From an optimization exercise on the open Yosys and OpenROAD flow, aimed at small area, a short achievable clock period and few clock cycles per item; shortcuts taken in it are not production practice. Only simulation tests tie the RTL to the original design; equivalence was not proved. Power and IR drop assume default switching activity.

==> flow/design.v, too long to show whole: its modules and the start of the top module <==
// module dot_product_accel: 1456 lines
// module dotp_fa: 5 lines
// module dotp_ha: 4 lines
module dot_product_accel (
    input  logic                 clk,
    input  logic                 rst,
    input  logic                 start,
    output logic                 done,
    input  logic signed [31:0]   a0,
    input  logic signed [31:0]   a1,
    input  logic signed [31:0]   a2,
    input  logic signed [31:0]   a3,
    input  logic signed [31:0]   a4,
    input  logic signed [31:0]   a5,
    input  logic signed [31:0]   a6,
    input  logic signed [31:0]   a7,
    input  logic signed [31:0]   b0,
    input  logic signed [31:0]   b1,
    input  logic signed [31:0]   b2,
    input  logic signed [31:0]   b3,
    input  logic signed [31:0]   b4,
    input  logic signed [31:0]   b5,
    input  logic signed [31:0]   b6,
    input  logic signed [31:0]   b7,
    output logic signed [63:0]   result
);
  // ...
==> flow/flow/run.sh <==
#!/bin/bash
# Own layout flow: the standard ORFS flow (standard.sh, unchanged
# synthesis), with buf_1 port buffers and timing repair aimed at a tighter
# setup target than the clock period (the margin in flow/setup_margin).
# The constraints are the standard flow's. Each tool's output goes to standard_flow.log
# and ORFS's own logs.
export BUFFER_PORTS_ARGS="-buffer_cell sky130_fd_sc_hd__buf_1"
export SETUP_SLACK_MARGIN=$(cat flow/setup_margin 2>/dev/null || echo 6.5)
bash standard.sh > standard_flow.log 2>&1
==> flow/standard.sh <==
#!/bin/bash
# synth_recipe.tcl (not shown) runs the flow's synth.tcl, then flattens the netlist and writes it again
# the make line also repeats each setting of config.mk as NAME=value (left out here)
make -C /OpenROAD-flow-scripts/flow DESIGN_CONFIG=/design/flow/config.mk WORK_HOME=/design/flow/orfs CLKGATE_MAP_FILE= SYNTH_SCRIPT=/design/flow/synth_recipe.tcl "${@:-finish}"
==> flow/config.mk <==
export PLATFORM = sky130hd
export DESIGN_NAME = dot_product_accel
export DESIGN_NICKNAME = dot_product_accel
export VERILOG_FILES = /design/flow/design.v
export SDC_FILE = /design/flow/constraint.sdc
export NUM_CORES = 4
export LEC_CHECK = 0
export CAP_MARGIN = 20
export CORE_MARGIN = 2
export CORE_UTILIZATION = 55
export CTS_BUF_LIST = sky130_fd_sc_hd__clkbuf_4 sky130_fd_sc_hd__clkbuf_8
export CTS_CLUSTER_SIZE = 24
export SLEW_MARGIN = 20
export SYNTH_HIERARCHICAL = 1
==> flow/constraint.sdc <==
create_clock -name core_clock -period 10.5 [get_ports {clk}]
set_input_delay 2.1000 -clock core_clock [delete_from_list [all_inputs] [get_ports {clk}]]
set_output_delay 2.1000 -clock core_clock [all_outputs]
set_load 0.01 [all_outputs]
==> summary.txt, run 1 <==
Root Driver = clkbuf_8
Largest family of logic cells by synthesized area = adder cells
Share of cells above drive strength 1 = 0.173
Inserted Diodes = 16
EDFF count, synth = 0
Multi-In Gates = 3,309
Synth unique cells = 87
Post-synth top cells = 828 x dfxtp_1, 413 x xnor2_1, 403 x fa_1
Max Slew Vio Count = 0
P_leak = 22.7 nW
Total CTS buffers = 141
Port Buffers = 579
Initial antenna violation count = 32
N_taps = 1,186
Critical path fanouts, max = 8
Post-route ant nets = 0
Most common cell after layout, fill and taps aside = dfxtp_1
Area share of fa/ha/maj cells after synthesis = 0.207
Logic gate share of total power = 0.655
Met1 Wirelength = 65,800 um
Metal3 WL = 18,900 um
GRT busiest layer = met2
Switch Pwr = 0.0103 W
Crit Reg-Reg Startpoint = ra0_n[6]
Clock Latency Late Sink = 850 ps
Minimum clock period after layout = 3970 ps
Total wire length = 162,000 um
Logic power comb = 0.0151 W
Status = timing/DRC/antenna clean
Hold Crit Depth = 1
Critical-path top delay cell = fa_1
Testbench counts, summed over its fixed seeds: cycles 16,000, items 1,600.
==> run 2: changes to the inputs <==
==> flow/flow/setup_margin (new file) <==
7.0
==> run 2 against run 1 <==
Against the previous run: still clean; clock power about the same; count of clock-buffer cells in the layout up 1; sequential power up 2%; die area unchanged; global-route usage up 1.6 points; sequential cell count unchanged; synthesized cell count unchanged; routed wire length up 7.1%; synthesized area unchanged; critical endpoint is now acc_c[33]; largest power group unchanged.
==> summary.txt, run 2 <==
Status = timing/DRC/antenna clean
Most frequent cells in the layout = 733 x dfxtp_1, 559 x buf_1, 394 x mux2_2
DR vias = 40,600
GRT overflow = 0
Sink Count = 828
HPWL Detailed = 123,000 um
Largest net degree at the start of global routing = 169
DP Area = 0.0544 mm2
Timing startpoint of the critical path = e_x4[8]
Peak supply drop = 0.000352 V
Synth unique cells = 87 (unchanged)
Hold Crit Depth = 1 (unchanged)
Slew headroom = 0.317
Die width = 307 um
Max Slew Vio Count = 0 (unchanged)
TritonCTS clock tree = done
Placeable core area = 0.0912 mm2
Top flop regs = ra: 255 flops, rb: 224 flops
CP Data Required Time = 11,190 ps
Crit end category = register
Via density = 6.19
Fin nets = 6,376
Clock network power share = 0.122
Syn Std Cell Area = 0.0504 mm2
1st-pass router iterations = 9
Final setup vio count = 0
Total CTS buffers = 139 (-1.4%)
Final Cycle Share = 0.377
EDFF count, synth = 0 (unchanged)
PwrDens = 395 mW/mm2
GPL Wtd Cong = 0.967
Fin Setup TNS = 0 ps
H-tree level count = 4
RR Endpoint = acc_c[33]
Area share of the largest cell type after synthesis = 0.329
FMAX = 253 MHz
MaxCap Viol Count = 0
Root Driver = clkbuf_8
WL/cell = 26.4 um
Clock Latency Late Sink = 840 ps (about the same)
Sequential cell area = 0.0168 mm2
Flop-to-flop setup slack = 6540 ps
FILL cells = 6,936
Total wire length = 173,000 um (+7.1%)
Top Ports = 580
Area Overhead vs Synth = 23.6%
Row count = 111
Most common cell after layout, fill and taps aside = dfxtp_1
Post-synth top area cell = dfxtp_1
Hold crit path type = reg -> reg
Switch share = 0.441
Pre-CTS setup slack = 5240 ps
Minimum clock period after layout = 3960 ps (-10.2 ps)
Crit path arrival time = 4650 ps
Ys flop type = dfxtp_1
R2R depth = 10
Register bit total from synthesis = 828
Post-route ant nets = 0 (unchanged)
Minimum hold slack = 430 ps
Synthesized Nets = 5,787
Seq/Total Area, Yosys = 0.329
Biggest register = ra
Switch Pwr = 0.0109 W (+5.3%)
Port Buffers = 579 (unchanged)
Critical path fanouts, max = 6 (-2)
Die Ht = 307 um
RSZ-0062 raised after global routing = true
Fin util = 0.683
First-pass GRT wire length = 253,000 um
Total die area = 0.0941 mm2
Avg Inst Size Synth = 10.8 um2
Critical Path Sink = acc_c[33]
Initial antenna violation count = 21 (-34%)
Hold buffers post-CTS = 0
P_leak = 24.3 nW (+7.1%)
Logic gate share of total power = 0.674 (+0.019)
Iteration-0 DRC Markers = 4,568
Clock Skew = 59.4 ps
CTS clk-pin slew, worst paths = 60 ps
Synthesized instance count = 4,680
Drt drc = 0
All-Layer GR Usage = 0.355
Post-synth top cells = 828 x dfxtp_1, 413 x xnor2_1, 403 x fa_1
CP Class = reg -> reg
CP Launch Type = register
Synth area leaders = dfxtp_1 33%, fa_1 16%, mux2_2 8.9%
Internal Pwr Total = 0.0138 W
Final Instance Area = 0.0623 mm2
Asr flop ratio synth = 0
Reg power frac = 0.204
Initial Util = 0.552
Least-Margin Pin Slew = 996 ps
Syn. warnings = 9
Vias in the first global route = 40,400
Area of the multi-input gates = 0.0351 mm2
Final Hold Viols = 0
Max reg flops = 255
CTS max path bufs = 3
Most frequent cell after synthesis = dfxtp_1
Share of cells above drive strength 1 = 0.303 (+0.130)
Crit Reg-Reg Startpoint = e_x4[8]
Setup WS post-layout = 6540 ps
==> run 2: metal layers <==
| metal | wire [um] | part of all wire | up-vias | global-route usage |
|---|---|---|---|---|
| met5 | 100 | 0.00058 | - | 0 |
| met1 | 69600 | 0.40 | 19500 | 0.459 |
| met2 | 75400 | 0.44 | 2370 | 0.550 |
| met4 | 9020 | 0.052 | 14 | 0.139 |
| li1 | - | - | 18000 | - |
| met3 | 19200 | 0.11 | 679 | 0.118 |
==> run 2: layout make-up <==
type | count | area share
multi-input cells | 3309 | 0.564
clock buffers | 206 | 0.0419
diodes | 11 | 0.000442
well taps | 1186 | 0.0238
repair buffers | 814 | 0.0819
clock inverters | 32 | 0.00480
inverters | 173 | 0.0124
flip-flops and latches | 828 | 0.270
repair inverters | 4 | 0.000482
==> run 2: repair_timing <==
action / CTS / global route
cloned: 20 / 3
pin swaps: 243 / 178
endpoints found under the setup margin: 458 / 316
setup buffers: 87 / 71
resized for setup: 521 / 241
==> run 2: modules after synthesis (local to each module, per instance) <==
module | cell area [um2] | times used | flip-flops and latches | cells
dotp_ha | 12.5 | 47 | 0 | 1
dot_product_accel | 41800 | 1 | 828 | 4233
dotp_fa | 20.0 | 400 | 0 | 1
==> run 2: metrics by stage <==
step                total power, W  instances
finish                      0.0246       6563
global route                0.0269       6559
CTS                         0.0240       6478
detailed placement          0.0203       6133
global placement            0.0199       6129
floorplan                   0.0159       4680
==> run 2: critical path, cell delays in order (launching register included) <==
cell       delay, ps
dfxtp_4          430
inv_8             70
clkbuf_16        170
o22ai_2          310
a221oi_2          90
xnor2_1          300
fa_2             530
fa_2             460
fa_1             470
fa_1             540
fa_1             410
==> run 2: cells by family (layout without fill, tap and decap cells) <==
| group | count (synthesis) | in the layout | synth area share |
|---|---|---|---|
| AOI/OAI and AO/OA | 1110 | 1110 | 0.167 |
| xor gates and xnor gates | 512 | 512 | 0.0890 |
| adders and majority gates | 592 | 592 | 0.207 |
| buffers and inverters | 543 | 1229 | 0.0406 |
| DFF | 828 | 828 | 0.329 |
| muxes | 473 | 473 | 0.104 |
| other | 0 | 11 | 0 |
| and+or+nand+nor | 622 | 622 | 0.0638 |
==> run 2: how the worst min path moves through the flow <==
stage,start,endpoint
finish,rb[2][18],rb[1][18]
global route,rb[2][17],rb[1][17]
CTS,rb[2][18],rb[1][18]
detailed placement,ra[5][27],ra[4][27]
global placement,ra[6][31],ra[5][31]
floorplan,ra[3][0],ra[2][0]
==> run 2: power groups by stage <==
stage               combinational, W  clock (W)  sequential, W
floorplan                     0.0112          0        0.00470
detailed placement            0.0152          0        0.00501
finish                        0.0166    0.00300        0.00503
CTS                           0.0160    0.00306        0.00498
global placement              0.0149          0        0.00501
global route                  0.0186    0.00320        0.00507

## afterwards: timing with drivers on the ports
Ports are ideal in the flow. The routed layouts listed here were re-timed in OpenROAD.
Step 1, drivers: a clkbuf_16 drives clk and a buf_2 each remaining input, both assumed.
Step 2 times the ports against the registers' clock, not the clock port: input delays grow and output delays shrink by t, the midpoint of the rising clock arrivals with the driver on.
Three values: ideal, step 1, step 2; two values: the first two.
run	t, ns	setup slack, ns	worst setup path after step 2	latest minus earliest clock arrival (ns)	pins driven straight from the clock port
run 1	0.904	6.531 / 6.531 / 5.679	input to register	0.054 / 0.054	1
run 2	0.887	6.542 / 6.542 / 5.720	input to register	0.059 / 0.059	1
After both steps setup and hold are still met in every run listed. For run 1, which loses most, drivers alone change the setup slack by 0.000 ns; drivers and shift together by -0.852 ns.
